Background: an optimization exercise with open tools, aiming at small area. Do not read the settings as production practice. The RTL was checked by simulation tests, not by an equivalence proof against the original design. Power figures rest on the tool's default switching activity, not on a simulated workload.

Setup of v6:
==> flow/design.v (excerpt) <==
module spinn_neu_if #
    (
        parameter C_PSPNNLNK_WIDTH = 32,
        parameter C_HAS_TX         = "true",
        parameter C_HAS_RX         = "true"
    )
    (
        input wire         rst,
        input wire         clk_32,
        input wire         enable,
        output wire        dump_mode,
        output wire        parity_err,
        output wire        rx_err,
        output wire        offload,
        output wire        link_timeout,
        input  wire        link_timeout_dis,
        input  wire  [6:0] data_2of7_from_spinnaker,
        output wire        ack_to_spinnaker,
        output wire  [6:0] data_2of7_to_spinnaker,
        input  wire        ack_from_spinnaker,
        input  wire [31:0] iaer_addr,
        input  wire        iaer_vld,
        output wire        iaer_rdy,
        output wire [31:0] oaer_addr,
        output wire        oaer_vld,
        input  wire        oaer_rdy,
        input  wire        keys_enable,
        input  wire [31:0] start_key,
        input  wire [31:0] stop_key,
        output wire        cmd_start,
        output wire        cmd_stop,
        input  wire [31:0] tx_data_mask,
        input  wire [31:0] rx_data_mask,
        input wire         offload_off,
        input wire         offload_on,
        output wire  [2:0] dbg_rxstate,
        output wire  [1:0] dbg_txstate,
        output wire        dbg_ipkt_vld,
        output wire        dbg_ipkt_rdy,
        output wire        dbg_opkt_vld,
        output wire        dbg_opkt_rdy
    );
    wire  [6:0] s_ispinn_data;
    wire        s_ospinn_ack;
    wire [31:0] opkt_key;
    wire        opkt_mc;
    wire        opkt_par;
    wire        opkt_vld;
    wire        opkt_rdy;
    wire [31:0] ipkt_data;
  ...
For scale: about 1400 cells after synthesis, ~360 flip-flops, about 14000 sq um of cells after synthesis.
==> flow/config.mk <==
export PLATFORM = sky130hd
export DESIGN_NAME = spinn_neu_if
export DESIGN_NICKNAME = spinn_neu_if
export VERILOG_FILES = /design/flow/design.v
export SDC_FILE = /design/flow/constraint.sdc
export NUM_CORES = 4
export LEC_CHECK = 0
export ABC_AREA = 1
export CAP_MARGIN = 20
export CORE_MARGIN = 2
export CORE_UTILIZATION = 75
export SLEW_MARGIN = 20
==> flow/constraint.sdc <==
create_clock -name core_clock -period 10.0 [get_ports {clk_32}]
set_input_delay 2.0000 -clock core_clock [delete_from_list [all_inputs] [get_ports {clk_32}]]
set_output_delay 2.0000 -clock core_clock [all_outputs]
set_load 0.01 [all_outputs]
standard.sh (not shown) runs the stock make flow with config.mk's settings and CLKGATE_MAP_FILE= SYNTH_SCRIPT=/design/flow/synth_recipe.tcl, a recipe that flattens the netlist after the stock synthesis.
==> flow/flow/run.sh <==
#!/bin/bash
# Layout flow: the standard ORFS flow (standard.sh) with
#  - its synthesis script unchanged except for an area-only abc script
#    (abc_area.script) and no adder extraction (ADDER_MAP_FILE empty), so
#    the registers are mapped by the same dfflibmap step as the standard
#    synthesis and abc only maps the logic between them,
#  - buf_1 port buffers,
#  - a clock tree of clkbuf_4 with small sink clusters and no dummy loads.
set -euo pipefail
HERE=$(pwd)
rm -rf "$HERE/orfs_scripts"
cp -r "$FLOW_HOME/scripts" "$HERE/orfs_scripts"
cp "$HERE/flow/abc_area.script" "$HERE/orfs_scripts/abc_area.script"
export BUFFER_PORTS_ARGS="-buffer_cell sky130_fd_sc_hd__buf_1"
export CTS_ARGS="-sink_clustering_enable -repair_clock_nets -dont_use_dummy_load -buf_list sky130_fd_sc_hd__clkbuf_4 -sink_clustering_size 10 -sink_clustering_max_diameter 40"
bash standard.sh SCRIPTS_DIR="$HERE/orfs_scripts" ADDER_MAP_FILE= finish > "$HERE/standard.log" 2>&1
==> flow/flow/abc_area.script <==
strash
dch -f
amap -F 2 -A 8
topo
strash
dch -f
amap -F 2 -A 8
topo
Looking at the reports, v6 completed the entire flow and the layout it produced met the timing, DRC and antenna checks.
### v6 -> v7
- a change of CORE_UTILIZATION from 75 to 60
## What came out
Taking v6 as the reference, in v7 share of total power in combinational logic decreased 0.6 points, via count of the first global-routing pass lost 1370. Clock group share of total power in v7 is 0.5 points higher than in v6. Delta (v7 minus v6): die area saw an increase; tapcell count saw an increase; non-clock buffer count saw an increase. v6 -> v7: leakage power figure flat. Side by side, number of antenna violations at the first check in global routing turned out lower in v7 than in v6. Comparing v6 and v7, the lower time the worst path needs with I/O delays and setup was measured on v6. In the tables for v6 and v7, worst setup slack reads higher with v6.

* * *

spinn_neu_if, a different RTL version from the one above (not shown whole).
Size: ~360 flip-flops, ~240 I/O pins, roughly 14000 sq um of cells after synthesis.
==> flow/config.mk <==
export PLATFORM = sky130hd
export DESIGN_NAME = spinn_neu_if
export DESIGN_NICKNAME = spinn_neu_if
export VERILOG_FILES = /design/flow/design.v
export SDC_FILE = /design/flow/constraint.sdc
export NUM_CORES = 4
export LEC_CHECK = 0
export ABC_AREA = 1
export CAP_MARGIN = 20
export CORE_MARGIN = 2
export CORE_UTILIZATION = 40
export SLEW_MARGIN = 20
==> flow/constraint.sdc <==
create_clock -name core_clock -period 10.0 [get_ports {clk_32}]
set_input_delay 2.0000 -clock core_clock [delete_from_list [all_inputs] [get_ports {clk_32}]]
set_output_delay 2.0000 -clock core_clock [all_outputs]
set_load 0.01 [all_outputs]
Scripts as last shown in full above: flow/flow/run.sh, flow/flow/abc_area.script
Then changed:
==> flow/flow/run.sh (replaced) <==
#!/bin/bash
# Layout flow: the standard ORFS flow (standard.sh) with
#  - an area-only abc script for the standard synthesis's logic mapping
#    (registers are mapped by the standard dfflibmap step, untouched by abc),
#  - buf_1 port buffers,
#  - a clock tree of clkbuf_4 with small sink clusters and no dummy loads.
set -euo pipefail
HERE=$(pwd)
rm -rf "$HERE/orfs_scripts"
cp -r "$FLOW_HOME/scripts" "$HERE/orfs_scripts"
cp "$HERE/flow/abc_area.script" "$HERE/orfs_scripts/abc_area.script"
export BUFFER_PORTS_ARGS="-buffer_cell sky130_fd_sc_hd__buf_1"
export CTS_ARGS="-sink_clustering_enable -repair_clock_nets -dont_use_dummy_load -buf_list sky130_fd_sc_hd__clkbuf_4 -sink_clustering_size 10 -sink_clustering_max_diameter 40"
bash standard.sh SCRIPTS_DIR="$HERE/orfs_scripts" finish > "$HERE/standard.log" 2>&1
==> flow/flow/abc_area.script (replaced) <==
strash
dch -f
amap -F 2 -A 8
topo
The changed run ran to the end with no violations.
Worst setup slack gains 45 ps.
Clock-buffer cell count shrinks by 1.
Core utilization is higher by 0.39 points.
Wire length grows by a few percent.

-- static timing again, ports no longer ideal --
Ports are ideal in the flow. The routed layouts listed here were re-timed in OpenROAD. Step 1 assumes that a clkbuf_16 drives the clock port and a buf_2 every other input. Step 2 also shifts input and output timing later by t, the mid clock arrival at the registers, as if the neighbouring blocks saw the same clock. Three values: ideal, step 1, step 2; two values: the first two.
| run | t (ns) | slack for setup (ns) | hold slack, ns | worst setup path at the end | slew at the worst register clock pin (ns) |
|---|---|---|---|---|---|
| v6 | 0.697 | 5.533 / 5.511 / 5.469 | 0.283 / 0.283 / 0.283 | input to register | 0.11 / 0.11 |
| v7 | 0.702 | 5.497 / 5.453 / 5.494 | 0.307 / 0.307 / 0.307 | input to output | 0.11 / 0.11 |
| the first run of note 2 | 0.756 | 5.390 / 5.365 / 5.365 | 0.325 / 0.325 / 0.325 | input to output | 0.11 / 0.11 |
| the second run of note 2 | 0.762 | 5.435 / 5.412 / 5.412 | 0.325 / 0.325 / 0.325 | input to output | 0.11 / 0.11 |
After both steps setup and hold are still met in every run listed. The setup slack of v6, which loses most, moves by -0.022 ns with the drivers and by -0.064 ns with both steps.
